Background: an optimization exercise with open tools, aiming at small area. Do not read the settings as production practice. In this exercise RTL edits were held to simulation tests only and were not proved equivalent to the original. No activity file was given, so power comes from the tool's default toggle rates.

==> flow/design.v <==
module  clk_div_4Khz(clk_50Mhz,rst_n,clk_4Khz,tick);
	input clk_50Mhz,rst_n;
	output reg clk_4Khz;
	output tick;               
	parameter NUM = 10;
	reg[13:0] cnt;
	assign tick = (cnt == NUM - 1) && !clk_4Khz;
	always@(posedge clk_50Mhz or negedge rst_n) begin
		if(!rst_n)
			begin
				cnt <= 0;
				clk_4Khz <= 0;
			end
		else if(cnt == NUM - 1)
			begin
				cnt <= 0;
				clk_4Khz <= ~clk_4Khz;
			end
		else
			cnt <= cnt + 1'b1;
	end
endmodule
module key_scan  (
							clk,
							rst_n,
							key_in_y,          
							key_out_x,         
							led_out,           
							show_hou,          
							show_min,          
							show_sec,          
							stop_clk,
							h,m,s,             
							hou,               
							min,               
							sec,               
							led4
						);
input        clk;
input        rst_n;
input  [3:0] key_in_y;
input [5:0] show_hou,show_min,show_sec;
output reg [3:0] key_out_x;
output [15:0] led_out;
output reg[3:0] stop_clk,h,m,s,led4;
output reg[5:0] hou ,min ,sec;
reg [19:0] count;
always @(posedge clk or negedge rst_n)
begin
   if(!rst_n) begin
      count <= 20'd0;
      key_out_x <= 4'b1111;
   end
   else begin
	       if(count == 20'd0)
            begin
               key_out_x <= 4'b1110;
					count <= count + 20'b1;
            end
         else if(count == 20'd249)
            begin
               key_out_x <= 4'b1101;
					count <= count + 20'b1;
            end
			else if(count ==20'd499)
            begin
               key_out_x <= 4'b1011;
					count <= count + 20'b1;
            end
			else if(count ==20'd749)
            begin
               key_out_x <= 4'b0111;
					count <= count + 20'b1;
            end
         else if(count ==20'd999)
			   begin
               count <= 0;
            end
	      else
				count <= count + 20'b1;
     end
end
reg [3:0] key_h1_scan;
reg [3:0] key_h1_scan_r;
reg [3:0] key_h2_scan;
reg [3:0] key_h2_scan_r;
reg [3:0] key_h3_scan;
reg [3:0] key_h3_scan_r;
reg [3:0] key_h4_scan;
reg [3:0] key_h4_scan_r;
always @(posedge clk)
	begin
		if(!rst_n) begin
			key_h1_scan <= 4'b1111;
			key_h2_scan <= 4'b1111;
			key_h3_scan <= 4'b1111;
			key_h4_scan <= 4'b1111;
		end
		else begin
		  if(count == 20'd124)
			   key_h1_scan<=key_in_y;
		  else if(count == 20'd374)
			   key_h2_scan<=key_in_y;
		  else if(count == 20'd624)
			   key_h3_scan<=key_in_y;
		  else if(count == 20'd874)
			   key_h4_scan<=key_in_y;
		end
end
always @(posedge clk)
   begin
		 key_h1_scan_r <= key_h1_scan;
		 key_h2_scan_r <= key_h2_scan;
		 key_h3_scan_r <= key_h3_scan;
		 key_h4_scan_r <= key_h4_scan;
	end
wire [3:0] flag_h1_key = key_h1_scan_r[3:0] & (~key_h1_scan[3:0]);
wire [3:0] flag_h2_key = key_h2_scan_r[3:0] & (~key_h2_scan[3:0]);
wire [3:0] flag_h3_key = key_h3_scan_r[3:0] & (~key_h3_scan[3:0]);
wire [3:0] flag_h4_key = key_h4_scan_r[3:0] & (~key_h4_scan[3:0]);
reg [15:0] temp_led;
reg [5:0] hou_n, min_n, sec_n;
reg [3:0] led4_n;
always @ (posedge clk or negedge rst_n)
begin
    if (!rst_n)begin
         temp_led <= 16'd0;
			hou <= 12;
			min <= 46;
			sec <= 57;
			led4 <= 4'b0000;
			stop_clk <= 0;
			h <= 0;
			m <= 0;
			s <= 0;
		end
    else
         begin
             hou_n = hou;
             min_n = min;
             sec_n = sec;
             led4_n = led4;
             if ( flag_h1_key[0] ) begin
					temp_led[0] <= ~temp_led[0];
					led4_n = 4'b0001;
					stop_clk <= 1;
					h<=1;
					m<=0;
					s<=0;
					hou_n = show_hou;
					min_n = show_min;
					sec_n = show_sec;
				 end
             if ( flag_h1_key[1] ) begin
					temp_led[1] <= ~temp_led[1];
					led4_n = 4'b0010;
					stop_clk <= 1;
					h<=0;
					m<=1;
					s<=0;
					hou_n = show_hou;
					min_n = show_min;
					sec_n = show_sec;
				 end
             if ( flag_h1_key[2] ) begin
					temp_led[2] <= ~temp_led[2];
					led4_n = 4'b0100;
					stop_clk <= 1;
					h<=0;
					m<=0;
					s<=1;
					hou_n = show_hou;
					min_n = show_min;
					sec_n = show_sec;
				 end
             if ( flag_h1_key[3] ) begin
					temp_led[3] <= ~temp_led[3];
					led4_n = 4'b1100;
					stop_clk <= 1;
					if(h==1&&m==0&&s==0) begin hou_n = hou_n + 1;if (hou_n >= 24) hou_n = 0;end
					if(h==0&&m==1&&s==0) begin min_n = min_n + 1;if (min_n >= 60) min_n = 0;end
					if(h==0&&m==0&&s==1) begin sec_n = sec_n + 1;if (sec_n >= 60) sec_n = 0;end
				 end
				 if ( flag_h2_key[0] ) begin
					temp_led[4] <= ~temp_led[4];
					led4_n = 4'b0011;
					stop_clk <= 1;
					if(h==1&&m==0&&s==0) begin hou_n = hou_n - 1; if (hou_n <= 0) hou_n = 23;end
					if(h==0&&m==1&&s==0) begin min_n = min_n - 1; if (min_n <= 0) min_n = 59;end
					if(h==0&&m==0&&s==1) begin sec_n = sec_n - 1; if (sec_n <= 0) sec_n = 59;end
				 end
             if ( flag_h2_key[1] ) begin
					temp_led[5] <= ~temp_led[5];
					led4_n = 4'b1000;
					stop_clk <= 0;
					h<=0;
					m<=0;
					s<=0;
				 end
             if ( flag_h2_key[2] ) begin
					temp_led[6] <= ~temp_led[6];
					hou_n = 12;
					min_n = 46;
					sec_n = 57;
					h<=1;
					m<=1;
					s<=1;
					stop_clk <= 0;
					led4_n = 4'b0101;
				 end
             if ( flag_h2_key[3] ) temp_led[7] <= ~temp_led[7];
				 if ( flag_h3_key[0] ) temp_led[8] <= ~temp_led[8];
             if ( flag_h3_key[1] ) temp_led[9] <= ~temp_led[9];
             if ( flag_h3_key[2] ) temp_led[10] <= ~temp_led[10];
             if ( flag_h3_key[3] ) temp_led[11] <= ~temp_led[11];
				 if ( flag_h4_key[0] ) temp_led[12] <= ~temp_led[12];
             if ( flag_h4_key[1] ) temp_led[13] <= ~temp_led[13];
             if ( flag_h4_key[2] ) temp_led[14] <= ~temp_led[14];
				 if ( flag_h4_key[3] ) temp_led[15] <= ~temp_led[15];
             hou <= hou_n;
             min <= min_n;
             sec <= sec_n;
             led4 <= led4_n;
         end
end
 assign led_out = temp_led;
endmodule
module runing(clk_50Mhz,rst_n,h,m,s,stop_clk,hou_temp,min_temp,sec_temp,hou_show,min_show,sec_show,ring);
	input clk_50Mhz,h,m,s,stop_clk,rst_n;
	input [5:0]hou_temp,min_temp,sec_temp;
	output reg[5:0] hou_show,min_show,sec_show;
	output reg ring;
	reg[5:0] hou,min,sec;
	reg[5:0] hou_n,min_n,sec_n;
	reg [24:0] counter;
	reg clk_1hz;
	reg c;
	wire tick_1hz = (counter == 25000) && !clk_1hz;
	always @(posedge clk_50Mhz or negedge rst_n)begin
	if(!rst_n)begin
		counter <= 25'd0;
		clk_1hz <= 0;
	end
	else if(counter == 25000) begin
		counter <= 25'd0;
		clk_1hz <= ~clk_1hz;
	end
	else
		counter <= counter + 1;
	end
	always @(posedge clk_50Mhz or negedge rst_n)begin
		if(!rst_n)begin
			hou <= 0;
			min <= 0;
			sec <= 0;
			c <= 1;
			ring <= 0;
		end
		else if(tick_1hz)begin
			hou_n = hou;
			min_n = min;
			sec_n = sec;
			if(c)begin
				hou_n = hou_temp;
				min_n = min_temp;
				sec_n = sec_temp;
				c <= ~c;
			end
			if((h==1&&m==1&&s==1)||(h==1&&m==0&&s==0)||(h==0&&m==1&&s==0)||(h==0&&m==0&&s==1))begin
				hou_n = hou_temp;
				min_n = min_temp;
				sec_n = sec_temp;
			end
			if(!stop_clk)
				sec_n = sec_n + 1;
			if(sec_n >= 60)begin
				sec_n = 0;
				min_n = min_n + 1;
			end
			if(min_n >= 60)begin
				min_n = 0;
				hou_n = hou_n + 1;
			end
			if(hou_n >= 24)begin
				hou_n = 0;
			end
			if(min_n == 0 && sec_n <= 3)
				ring <= 1;
			else
				ring <= 0;
			hou <= hou_n;
			min <= min_n;
			sec <= sec_n;
		end
	end
	always @(posedge clk_50Mhz) begin
		hou_show <= hou;
		min_show <= min;
		sec_show <= sec;
	end
endmodule
module  seg7_scan(tick_4Khz,clk_50Mhz,rst_n,DIG_OUT,SEL,sec,min,hou,sec_back,min_back,hou_back);
	input tick_4Khz,rst_n,clk_50Mhz;
	input [5:0] sec,min,hou;
	output reg[5:0] sec_back,min_back,hou_back;
	output [7:0] DIG_OUT;
	output [5:0] SEL;
	reg[6:0] val;
	reg [5:0] current_state,next_state;
	reg [7:0] dig;
	reg [7:0] dig_hold;
	reg [5:0] sel_hold;
	parameter SEL0 = 6'b11_1111;
	parameter SEL_sec0 = 6'b01_1111;
	parameter SEL_sec1 = 6'b10_1111;
	parameter SEL_min0 = 6'b11_0111;
	parameter SEL_min1 = 6'b11_1011;
	parameter SEL_hou0 = 6'b11_1101;
	parameter SEL_hou1 = 6'b11_1110;
	always @(posedge clk_50Mhz )begin
		sec_back <= sec;
		min_back <= min;
		hou_back <= hou;
	end
	always @(posedge clk_50Mhz or negedge rst_n)begin
		if(!rst_n)
			current_state <= SEL0;
		else if(tick_4Khz)
			current_state <= next_state;
	end
	always @(*)begin
		case(current_state)
			SEL0:next_state = SEL_sec0;
			SEL_sec0:next_state = SEL_sec1;
			SEL_sec1:next_state = SEL_min0;
			SEL_min0:next_state = SEL_min1;
			SEL_min1:next_state = SEL_hou0;
			SEL_hou0:next_state = SEL_hou1;
			SEL_hou1:next_state = SEL0;
			default:next_state = SEL0;
		endcase
	end
	always @(*)begin
		val = 7'd0;
		dig = dig_hold;
		case(current_state)
			SEL_sec0:
				begin
					val = sec % 10;
					case(val)
						4'd0: dig = 8'b1100_0000;
						4'd1: dig = 8'b1111_1001;
						4'd2: dig = 8'b1010_0100;
						4'd3: dig = 8'b1011_0000;
						4'd4: dig = 8'b1001_1001;
						4'd5: dig = 8'b1001_0010;
						4'd6: dig = 8'b1000_0010;
						4'd7: dig = 8'b1111_1000;
						4'd8: dig = 8'b1000_0000;
						4'd9: dig = 8'b1001_0000;
						default: dig = dig_hold;
					endcase
				end
			SEL_sec1:
				begin
					val = sec / 10;
					case(val)
						4'd0: dig = 8'b1100_0000;
						4'd1: dig = 8'b1111_1001;
						4'd2: dig = 8'b1010_0100;
						4'd3: dig = 8'b1011_0000;
						4'd4: dig = 8'b1001_1001;
						4'd5: dig = 8'b1001_0010;
						4'd6: dig = 8'b1000_0010;
						4'd7: dig = 8'b1111_1000;
						4'd8: dig = 8'b1000_0000;
						4'd9: dig = 8'b1001_0000;
						default: dig = dig_hold;
					endcase
				end
			SEL_min0:
				begin
					val = min % 10;
					case(val)
						4'd0: dig = 8'b0100_0000;
						4'd1: dig = 8'b0111_1001;
						4'd2: dig = 8'b0010_0100;
						4'd3: dig = 8'b0011_0000;
						4'd4: dig = 8'b0001_1001;
						4'd5: dig = 8'b0001_0010;
						4'd6: dig = 8'b0000_0010;
						4'd7: dig = 8'b0111_1000;
						4'd8: dig = 8'b0000_0000;
						4'd9: dig = 8'b0001_0000;
						default: dig = dig_hold;
					endcase
				end
			SEL_min1:
				begin
					val = min / 10;
					case(val)
						4'd0: dig = 8'b1100_0000;
						4'd1: dig = 8'b1111_1001;
						4'd2: dig = 8'b1010_0100;
						4'd3: dig = 8'b1011_0000;
						4'd4: dig = 8'b1001_1001;
						4'd5: dig = 8'b1001_0010;
						4'd6: dig = 8'b1000_0010;
						4'd7: dig = 8'b1111_1000;
						4'd8: dig = 8'b1000_0000;
						4'd9: dig = 8'b1001_0000;
						default: dig = dig_hold;
					endcase
				end
			SEL_hou0:
				begin
					val = hou % 10;
					case(val)
						4'd0: dig = 8'b0100_0000;
						4'd1: dig = 8'b0111_1001;
						4'd2: dig = 8'b0010_0100;
						4'd3: dig = 8'b0011_0000;
						4'd4: dig = 8'b0001_1001;
						4'd5: dig = 8'b0001_0010;
						4'd6: dig = 8'b0000_0010;
						4'd7: dig = 8'b0111_1000;
						4'd8: dig = 8'b0000_0000;
						4'd9: dig = 8'b0001_0000;
						default: dig = dig_hold;
					endcase
				end
			SEL_hou1:
				begin
					val = hou / 10;
					case(val)
						4'd0: dig = 8'b1100_0000;
						4'd1: dig = 8'b1111_1001;
						4'd2: dig = 8'b1010_0100;
						4'd3: dig = 8'b1011_0000;
						4'd4: dig = 8'b1001_1001;
						4'd5: dig = 8'b1001_0010;
						4'd6: dig = 8'b1000_0010;
						4'd7: dig = 8'b1111_1000;
						4'd8: dig = 8'b1000_0000;
						4'd9: dig = 8'b1001_0000;
						default: dig = dig_hold;
					endcase
				end
			default: dig = dig_hold;
		endcase
	end
	wire shown = (current_state != SEL0);
	assign DIG_OUT = shown ? dig : dig_hold;
	assign SEL = shown ? current_state : sel_hold;
	always @(posedge clk_50Mhz or negedge rst_n)begin
		if(!rst_n)begin
			dig_hold <= 8'hff;
			sel_hold <= SEL0;
		end
		else begin
			dig_hold <= DIG_OUT;
			sel_hold <= SEL;
		end
	end
endmodule
module music_hz
(
 input  [7:0]  hz_sel,
 output reg [19:0] cycle
) ;
parameter CLK_HZ = 50000 ;
always @(*)
begin
  case(hz_sel)
     8'h01   : cycle = CLK_HZ/261 ;
     8'h02   : cycle = CLK_HZ/293 ;
     8'h03   : cycle = CLK_HZ/329 ;
     8'h04   : cycle = CLK_HZ/349 ;
     8'h05   : cycle = CLK_HZ/392 ;
     8'h06   : cycle = CLK_HZ/440 ;
     8'h07   : cycle = CLK_HZ/499 ;
     8'h11   : cycle = CLK_HZ/523 ;
     8'h12   : cycle = CLK_HZ/587 ;
     8'h13   : cycle = CLK_HZ/659 ;
     8'h14   : cycle = CLK_HZ/698 ;
     8'h15   : cycle = CLK_HZ/784 ;
     8'h16   : cycle = CLK_HZ/880 ;
     8'h17   : cycle = CLK_HZ/998 ;
     8'h21   : cycle = CLK_HZ/1046 ;
     8'h22   : cycle = CLK_HZ/1174 ;
     8'h23   : cycle = CLK_HZ/1318 ;
     8'h24   : cycle = CLK_HZ/1396 ;
     8'h25   : cycle = CLK_HZ/1568 ;
     8'h26   : cycle = CLK_HZ/1760 ;
     8'h27   : cycle = CLK_HZ/1976 ;
     8'h31   : cycle = CLK_HZ/2093 ;
     8'h32   : cycle = CLK_HZ/2349 ;
     8'h33   : cycle = CLK_HZ/2637 ;
     8'h34   : cycle = CLK_HZ/2794 ;
     8'h35   : cycle = CLK_HZ/3136 ;
     8'h36   : cycle = CLK_HZ/3520 ;
     8'h37   : cycle = CLK_HZ/3951 ;
     default : cycle = 20'd0 ;
  endcase
end
endmodule
module music_rom (
	address,
	clock,
	q);
	input	[8:0]  address;
	input	  clock;
	output reg [7:0]  q;
	reg [8:0] addr_r;
	reg [7:0] rom_q;
	always @(*) begin
		case (addr_r)
		9'd0: rom_q = 8'h13;
		9'd1: rom_q = 8'h15;
		9'd2: rom_q = 8'h16;
		9'd3: rom_q = 8'h21;
		9'd4: rom_q = 8'h22;
		9'd5: rom_q = 8'h16;
		9'd6: rom_q = 8'h21;
		9'd7: rom_q = 8'h15;
		9'd8: rom_q = 8'h25;
		9'd9: rom_q = 8'h31;
		9'd10: rom_q = 8'h26;
		9'd11: rom_q = 8'h25;
		9'd12: rom_q = 8'h23;
		9'd13: rom_q = 8'h25;
		9'd14: rom_q = 8'h22;
		9'd15: rom_q = 8'h22;
		9'd16: rom_q = 8'h22;
		9'd17: rom_q = 8'h23;
		9'd18: rom_q = 8'h17;
		9'd19: rom_q = 8'h16;
		9'd20: rom_q = 8'h15;
		9'd21: rom_q = 8'h16;
		9'd22: rom_q = 8'h21;
		9'd23: rom_q = 8'h22;
		9'd24: rom_q = 8'h13;
		9'd25: rom_q = 8'h21;
		9'd26: rom_q = 8'h16;
		9'd27: rom_q = 8'h15;
		9'd28: rom_q = 8'h16;
		9'd29: rom_q = 8'h21;
		9'd30: rom_q = 8'h15;
		9'd31: rom_q = 8'h23;
		9'd32: rom_q = 8'h25;
		9'd33: rom_q = 8'h17;
		9'd34: rom_q = 8'h22;
		9'd35: rom_q = 8'h16;
		9'd36: rom_q = 8'h21;
		9'd37: rom_q = 8'h15;
		9'd38: rom_q = 8'h15;
		9'd39: rom_q = 8'h13;
		9'd40: rom_q = 8'h15;
		9'd41: rom_q = 8'h13;
		9'd42: rom_q = 8'h15;
		9'd43: rom_q = 8'h16;
		9'd44: rom_q = 8'h17;
		9'd45: rom_q = 8'h22;
		9'd46: rom_q = 8'h16;
		9'd47: rom_q = 8'h15;
		9'd48: rom_q = 8'h16;
		9'd49: rom_q = 8'h21;
		9'd50: rom_q = 8'h22;
		9'd51: rom_q = 8'h25;
		9'd52: rom_q = 8'h23;
		9'd53: rom_q = 8'h22;
		9'd54: rom_q = 8'h23;
		9'd55: rom_q = 8'h22;
		9'd56: rom_q = 8'h21;
		9'd57: rom_q = 8'h16;
		9'd58: rom_q = 8'h15;
		9'd59: rom_q = 8'h13;
		9'd60: rom_q = 8'h21;
		9'd61: rom_q = 8'h16;
		9'd62: rom_q = 8'h21;
		9'd63: rom_q = 8'h16;
		9'd64: rom_q = 8'h15;
		9'd65: rom_q = 8'h13;
		9'd66: rom_q = 8'h15;
		9'd67: rom_q = 8'h16;
		9'd68: rom_q = 8'h21;
		9'd69: rom_q = 8'h15;
		9'd70: rom_q = 8'h13;
		9'd71: rom_q = 8'h15;
		9'd72: rom_q = 8'h12;
		9'd73: rom_q = 8'h13;
		9'd74: rom_q = 8'h12;
		9'd75: rom_q = 8'h11;
		9'd76: rom_q = 8'h07;
		9'd77: rom_q = 8'h06;
		default: rom_q = 8'h00;
		endcase
	end
	always @(posedge clock) begin
		addr_r <= address;
		q <= rom_q;
	end
endmodule
module music_time_rom (
	address,
	clock,
	q);
	input	[8:0]  address;
	input	  clock;
	output reg [7:0]  q;
	reg [8:0] addr_r;
	reg [7:0] rom_q;
	always @(*) begin
		case (addr_r)
		9'd0: rom_q = 8'h08;
		9'd1: rom_q = 8'h06;
		9'd2: rom_q = 8'h02;
		9'd3: rom_q = 8'h04;
		9'd4: rom_q = 8'h02;
		9'd5: rom_q = 8'h02;
		9'd6: rom_q = 8'h02;
		9'd7: rom_q = 8'h04;
		9'd8: rom_q = 8'h04;
		9'd9: rom_q = 8'h02;
		9'd10: rom_q = 8'h02;
		9'd11: rom_q = 8'h02;
		9'd12: rom_q = 8'h02;
		9'd13: rom_q = 8'h02;
		9'd14: rom_q = 8'h10;
		9'd15: rom_q = 8'h04;
		9'd16: rom_q = 8'h02;
		9'd17: rom_q = 8'h02;
		9'd18: rom_q = 8'h04;
		9'd19: rom_q = 8'h04;
		9'd20: rom_q = 8'h06;
		9'd21: rom_q = 8'h02;
		9'd22: rom_q = 8'h04;
		9'd23: rom_q = 8'h04;
		9'd24: rom_q = 8'h04;
		9'd25: rom_q = 8'h04;
		9'd26: rom_q = 8'h02;
		9'd27: rom_q = 8'h02;
		9'd28: rom_q = 8'h02;
		9'd29: rom_q = 8'h02;
		9'd30: rom_q = 8'h10;
		9'd31: rom_q = 8'h04;
		9'd32: rom_q = 8'h02;
		9'd33: rom_q = 8'h04;
		9'd34: rom_q = 8'h04;
		9'd35: rom_q = 8'h02;
		9'd36: rom_q = 8'h02;
		9'd37: rom_q = 8'h04;
		9'd38: rom_q = 8'h08;
		9'd39: rom_q = 8'h03;
		9'd40: rom_q = 8'h01;
		9'd41: rom_q = 8'h04;
		9'd42: rom_q = 8'h03;
		9'd43: rom_q = 8'h01;
		9'd44: rom_q = 8'h02;
		9'd45: rom_q = 8'h02;
		9'd46: rom_q = 8'h0c;
		9'd47: rom_q = 8'h02;
		9'd48: rom_q = 8'h02;
		9'd49: rom_q = 8'h04;
		9'd50: rom_q = 8'h04;
		9'd51: rom_q = 8'h04;
		9'd52: rom_q = 8'h04;
		9'd53: rom_q = 8'h04;
		9'd54: rom_q = 8'h02;
		9'd55: rom_q = 8'h02;
		9'd56: rom_q = 8'h04;
		9'd57: rom_q = 8'h02;
		9'd58: rom_q = 8'h02;
		9'd59: rom_q = 8'h08;
		9'd60: rom_q = 8'h08;
		9'd61: rom_q = 8'h03;
		9'd62: rom_q = 8'h01;
		9'd63: rom_q = 8'h02;
		9'd64: rom_q = 8'h02;
		9'd65: rom_q = 8'h02;
		9'd66: rom_q = 8'h02;
		9'd67: rom_q = 8'h02;
		9'd68: rom_q = 8'h02;
		9'd69: rom_q = 8'h0c;
		9'd70: rom_q = 8'h02;
		9'd71: rom_q = 8'h02;
		9'd72: rom_q = 8'h02;
		9'd73: rom_q = 8'h02;
		9'd74: rom_q = 8'h02;
		9'd75: rom_q = 8'h02;
		9'd76: rom_q = 8'h04;
		9'd77: rom_q = 8'h04;
		default: rom_q = 8'h00;
		endcase
	end
	always @(posedge clock) begin
		addr_r <= address;
		q <= rom_q;
	end
endmodule
module music_top
(
 input clk,
 input rst_n,
 input ring,
 output reg buzzer
) ;
parameter CLK_HZ    = 50000 ;
parameter music_len = 32'd78 ;
wire [19:0]    cycle ;
reg  [31:0]    play_cnt ;
reg  [31:0]    music_cnt ;
reg  [19:0]    hz_cnt ;
wire [7:0]     rom_hz_data ;
wire [7:0]     rom_time_data ;
reg  [31:0]    music_time ;
parameter IDLE      = 2'd0 ;
parameter PLAY      = 2'd1 ;
parameter PLAY_WAIT = 2'd2 ;
parameter PLAY_END  = 2'd3 ;
reg [1:0]  state ;
reg [1:0]  next_state ;
always @(posedge clk or negedge rst_n)
begin
  if (~rst_n)
    state <= IDLE ;
  else if (ring == 0)
    state <= IDLE ;
  else
    state <= next_state ;
end
always @(*)
begin
  case(state)
  IDLE      : begin
                if (ring == 1)
                 next_state = PLAY ;
                else
                 next_state = IDLE ;
              end
  PLAY      : begin
              if (play_cnt == music_time)
                next_state = PLAY_WAIT  ;
              else
                next_state = PLAY  ;
              end
  PLAY_WAIT : begin
               if (music_cnt == music_len - 1)
                 next_state = PLAY_END  ;
               else
                 next_state = PLAY  ;
              end
  PLAY_END  : next_state = IDLE ;
  default   : next_state = IDLE ;
  endcase
end
always @(posedge clk or negedge rst_n)
begin
  if (~rst_n)
    music_time <= 32'hffff_ffff ;
  else
    music_time <= rom_time_data*(CLK_HZ/8) ;
end
always @(posedge clk or negedge rst_n)
begin
  if (~rst_n)
    hz_cnt <= 20'd0 ;
  else if (state == PLAY || state == PLAY_WAIT)
  begin
    if (hz_cnt == cycle - 1)
      hz_cnt <= 20'd0 ;
    else
      hz_cnt <= hz_cnt + 1'b1 ;
  end
  else
    hz_cnt <= 20'd0 ;
end
always @(posedge clk or negedge rst_n)
begin
  if (~rst_n)
    buzzer <= 1'b1 ;
  else if (state == PLAY || state == PLAY_WAIT)
  begin
    if (hz_cnt < cycle/32)                      
      buzzer <= 1'b0 ;
    else
      buzzer <= 1'b1 ;
  end
  else if (state == IDLE || state == PLAY_END)
    buzzer <= 1'b1 ;
end
always @(posedge clk or negedge rst_n)
begin
  if (~rst_n)
    play_cnt <= 32'd0 ;
  else if (state == PLAY)
    play_cnt <= play_cnt + 1'b1 ;
  else
    play_cnt <= 32'd0 ;
end
always @(posedge clk or negedge rst_n)
begin
  if (~rst_n)
    music_cnt <= 32'd0 ;
  else if (state == PLAY_WAIT)
    music_cnt <= music_cnt + 1'b1 ;
  else if (state == IDLE || state == PLAY_END)
    music_cnt <= 32'd0 ;
end
music_hz hz0
(
 .hz_sel(rom_hz_data),
 .cycle(cycle)
) ;
music_rom hz_rom
(
	.address(music_cnt[8:0]),
	.clock(clk),
	.q(rom_hz_data)
	);
music_time_rom time_rom
(
	.address(music_cnt[8:0]),
	.clock(clk),
	.q(rom_time_data)
	);
endmodule
module  key_clock(clk_50Mhz,rst_n,key1,key2,DIG,SEL,key_row,key_col,led,led4,buzzer);
	input clk_50Mhz,rst_n,key1,key2;
	input [3:0] key_col;
	output buzzer;
	output [7:0] DIG;
	output [5:0] SEL;
	output [3:0] key_row;
	output [15:0] led;
	output [3:0] led4;
	wire [5:0] sec,min,hou,sec_show,min_show,hou_show,sec_back,min_back,hou_back;
	wire [3:0] stop_clk,h,m,s;
	wire ring;
	wire clk_4Khz;
	wire tick_4Khz;
	clk_div_4Khz U1(clk_50Mhz,rst_n,clk_4Khz,tick_4Khz);
	key_scan U3(clk_50Mhz,rst_n,key_col,key_row,led,hou_back,min_back,sec_back,stop_clk,h,m,s,hou,min,sec,led4);
	runing U6(clk_50Mhz,rst_n,h[0],m[0],s[0],stop_clk[0],hou,min,sec,hou_show,min_show,sec_show,ring);
	seg7_scan U2(tick_4Khz,clk_50Mhz,rst_n,DIG,SEL,sec_show,min_show,hou_show,sec_back,min_back,hou_back);
	music_top music(clk_50Mhz,rst_n,ring,buzzer);
endmodule
==> flow/run.sh <==
#!/bin/bash
# synth_recipe.tcl (not shown) runs the flow's synth.tcl, then flattens the netlist and writes it again
# the make line also repeats each setting of config.mk as NAME=value (left out here)
make -C /OpenROAD-flow-scripts/flow DESIGN_CONFIG=/design/flow/config.mk WORK_HOME=/design/flow/orfs CLKGATE_MAP_FILE= SYNTH_SCRIPT=/design/flow/synth_recipe.tcl finish
==> flow/config.mk <==
export PLATFORM = sky130hd
export DESIGN_NAME = key_clock
export DESIGN_NICKNAME = key_clock
export VERILOG_FILES = /design/flow/design.v
export SDC_FILE = /design/flow/constraint.sdc
export NUM_CORES = 4
export LEC_CHECK = 0
export CAP_MARGIN = 20
export CORE_MARGIN = 2
export CORE_UTILIZATION = 40
export SLEW_MARGIN = 20
==> flow/constraint.sdc <==
create_clock -name core_clock -period 10.0 [get_ports {clk_50Mhz}]
set_input_delay 2.0000 -clock core_clock [delete_from_list [all_inputs] [get_ports {clk_50Mhz}]]
set_output_delay 2.0000 -clock core_clock [all_outputs]
set_load 0.01 [all_outputs]
==> summary.txt <==
## Finish
• **layout cell share with drive strength beyond 1** 0.0862
• **number of antenna diodes** 0
• **end-of-flow core utilization** 0.450
• **Post-layout nets** 2,475
• **growth of design area from synthesis to finish** 11.0%
• **Non-Filler Cell Area, Final** 23,700 um^2

## Placement
• **Final GP Congestion** 0.836
• **area post-placement** 22,300 um^2
• **DP Wirelength** 34,400 um
• **input/output buffers** 44

## Timing
• **fin crit share** 0.840
• **unrepaired setup endpoints after global routing** false
• **final critical path time including I/O delays and setup** 8.40 ns
• **worst setup skew after layout** 0.0187 ns
• **relative max-transition margin** 0.346
• **aggregate negative setup slack** 0 ns
• **final hold slack** 0.363 ns
• **number of pins exceeding their max-slew limit in the final report** 0
• **Max Clock Freq** 119 MHz
• **worst slew pin tran** 0.980 ns
• **Final Hold Fails** 0
• **final setup violation count** 0

## Global route
• **total overflow reported by the global router** 0
• **number of global-route vias before repair** 16.5k
• **number of antenna violations at the first check in global routing** 0
• **global routing usage summed across all routing layers** 0.173
• **pin count of the biggest net entering global routing** 80
• **global-route wire length before repair** 82,500 um

## CTS
• **root buffer cell** sky130_fd_sc_hd__clkbuf_16
• **number of clock buffers inserted by TritonCTS** 40
• **number of post-CTS setup repair buffers** 0
• **CTS-repair resized insts** 0
• **count of H-tree levels built during CTS** 2
• **maximum root-to-sink buffer count** 3
• **CTS tree** built
• **clock slew at the register clock pins of the worst setup and hold paths** 0.06 ns
• **number of buffers added to fix hold violations after cts** 0
• **total clock sinks** 340
• **clock network latency to the later pin of the worst-skew pair** 0.57 ns

## Critical path
• **type of element capturing the critical path** output pin
• **worst setup path startpoint** U6.hou_show[4]
• **minimum setup slack among reg-to-reg paths** 4.65 ns
• **worst-path maximum fanout** 15
• **kind of launch point of the worst setup path** flip-flop
• **category of the critical setup timing path** flip-flop to output pin
• **launching point of the worst reg2reg path** U6.hou_show[4]
• **required time of the critical path** 8.00 ns
• **critical path data arrival time** 6.40 ns

## Logic synthesis
• **gate count after technology mapping** 2,374
• **cell type with the highest aggregate area in the netlist** sky130_fd_sc_hd__dfrtp_1
• **most used flip-flop cell after synthesis** sky130_fd_sc_hd__dfrtp_1
• **fraction of post-synthesis cell area in the top cell type by area** 0.232
• **synth warn** 8
• **synthesized area** 21,400 um^2
• **count of flip-flops with a built-in enable after synthesis** 0
• **count of state elements after synthesis** 340
• **Unique masters post-synth** 111
• **Post-Syn Area per Cell** 9.00 um^2
• **largest cells by area after synthesis** sky130_fd_sc_hd__dfrtp_1, sky130_fd_sc_hd__dfxtp_1, sky130_fd_sc_hd__dfstp_2
• **proportion of synthesized flip-flops having asynchronous set or reset** 0.744
• **sequential fraction of the synthesis area** 0.381
• **nets in the synthesized netlist** 2,480

## Die
• **DIE HEIGHT** 235 um
• **die area** 55,300 um^2
• **Top-Level Pins** 47
• **Std-Cell Rows** 84
• **die width** 235 um
• **initial core utilization** 0.406
• **Core Box Area** 52,700 um^2

## Drt
• **post-detailed-route count of antenna-violating nets** 0
• **Avg Vias per Cell** 5.57
• **total via count in the routed design** 17.2k
• **detailed-router iteration count before antenna repair** 5
• **DR iter-0 viols** 1,081
• **wire length per cell after detailed routing** 15.6 um
• **total detailed-routing wirelength** 48,300 um
• **Post-route DRC** 0

## Flow run
• **max-cap violation count** 0

## Power and ir drop
• **static leakage power** 0.00971 uW
• **power per cell area** 136 nW/um^2
• **maximum vdd drop** 0.144 mV

## Hold path
• **Min-Delay Startpoint** U3.key_h3_scan[1]
• **worst hold-check path type** flip-flop to flip-flop

## Status
• **run status** no timing/DRC/antenna violations

==> worst max-delay path, cell delays in order, from the launching register on <==
cell and delay [ns]:
sky130_fd_sc_hd__dfxtp_1 0.59, sky130_fd_sc_hd__inv_1 0.16, sky130_fd_sc_hd__ha_1 0.24, sky130_fd_sc_hd__or2_1 0.24
sky130_fd_sc_hd__ha_1 0.32, sky130_fd_sc_hd__nand2b_1 0.22, sky130_fd_sc_hd__o21a_1 0.24, sky130_fd_sc_hd__nor2_1 0.24
sky130_fd_sc_hd__xnor2_1 0.20, sky130_fd_sc_hd__inv_1 0.18, sky130_fd_sc_hd__ha_1 0.19, sky130_fd_sc_hd__nand3_1 0.07
sky130_fd_sc_hd__a211o_1 0.35, sky130_fd_sc_hd__a311oi_2 0.34, sky130_fd_sc_hd__nor3_1 0.08, sky130_fd_sc_hd__or3_1 0.49
sky130_fd_sc_hd__or4_1 0.56, sky130_fd_sc_hd__nand4b_1 0.16, sky130_fd_sc_hd__a221oi_1 0.10, sky130_fd_sc_hd__a21oi_1 0.26
sky130_fd_sc_hd__clkdlybuf4s50_1 0.60
==> cell usage in the layout (no fill, tap or decap), types with 45 or more instances in the layout <==
cell,count
sky130_fd_sc_hd__and3_1,45
sky130_fd_sc_hd__ha_1,95
sky130_fd_sc_hd__dfstp_2,55
sky130_fd_sc_hd__mux2i_1,58
sky130_fd_sc_hd__dfxtp_1,87
sky130_fd_sc_hd__nand3_1,97
sky130_fd_sc_hd__inv_1,81
sky130_fd_sc_hd__o21ai_0,98
sky130_fd_sc_hd__a21oi_1,100
sky130_fd_sc_hd__dfrtp_1,198
sky130_fd_sc_hd__nor3_1,62
sky130_fd_sc_hd__xor2_1,96
sky130_fd_sc_hd__nor2_1,221
sky130_fd_sc_hd__nand2_1,210
sky130_fd_sc_hd__xnor2_1,135
==> metrics by stage <==
step | total power [uW] | setup WS, ns | std cells
2_1_floorplan | 1640 | 3.63 | 2374
3_3_place_gp | 1720 | 2.34 | 3015
3_5_place_dp | 1730 | 2.27 | 3015
4_1_cts | 3270 | 1.61 | 3089
5_1_grt | 3360 | 1.13 | 3089
6_report | 3230 | 1.60 | 3089
==> layout make-up <==
type,count,area [um^2]
inverters,82,308
clock buffers,53,1130
clock inverters,21,262
fillers,5013,28900
flip-flops and latches,340,8140
repair buffers,60,566
well taps,688,861
multi-input cells,1845,12500
==> logic make-up after synthesis <==
logic type      Yosys count  synth area share
fa+ha+maj                99            0.0589
other cells               1          0.000175
flops                   340             0.381
buf+inv                 189            0.0368
xor+xnor                233            0.0968
compound gates          508             0.166
simple gates            925             0.219
mux                      79            0.0406
==> state kept, by name, summed over array words and instances, names as in the netlist, 8 cells and up <==
name / count
U2.dig_hold: 8
music.play_cnt: 32
music.time_rom.addr_r: 9
U6.counter: 25
music.music_cnt: 32
music.hz_cnt: 20
music.music_time: 19
U3.temp_led: 16
U3.count: 20
U1.cnt: 14
==> synthesized netlist by cell type (all sizes together) (63+ instances only) <==
cell and number:
clkbuf 71, dfxtp 87, xor2 96, a21oi 101, nor2 224, ha 95, o21ai 111, nand3 99
nor3 63, inv 81, dfrtp 198, nand2 210, xnor2 135
==> layer usage <==
layer  up-vias  global-route usage  part of all wire
li1       8516                   -                 -
met1      8273               0.244              0.48
met2       331               0.275              0.45
met3        92              0.0236             0.039
met4         0              0.0510             0.023
met5         -                   0                 0
==> power by group <==
group	switching [uW]	total, uW	internal, uW
clock network	611	1520	911
registers	21.0	1420	1400
logic	164	288	124
==> final timing paths <==
check	endpoint	cells after the start
max	DIG[5]	20
min	U3.key_h3_scan_r[1]	0
max reg2reg	U2.dig_hold[5]	19
min reg2reg	U3.key_h3_scan_r[1]	0
max in group asynchronous	U1.cnt[8]	3
min in group asynchronous	U6.counter[8]	1

-- separate check: timing with driven ports --
In the flow no input, the clock included, has a driving cell. The finished layout below was timed again as built, in two steps.
Step 1 (the two cells are an assumption about what drives the block):
set clk [get_ports {clk_50Mhz}]
set_driving_cell -lib_cell sky130_fd_sc_hd__clkbuf_16 $clk
set_driving_cell -lib_cell sky130_fd_sc_hd__buf_2 [delete_from_list [all_inputs] $clk]
Step 2 also shifts input and output timing later by t, the mid clock arrival at the registers, as if the neighbouring blocks saw the same clock.
Slacks: ideal ports / drivers / drivers and shift; pairs: ideal ports / drivers.
t (ns): 0.614
slack for setup (ns): 1.605 / 1.548 / 2.162
pins driven straight from the clock port: 1
After both steps this run still meets setup and hold. The setup slack of this run moves by -0.057 ns with the drivers and by +0.557 ns with both steps.
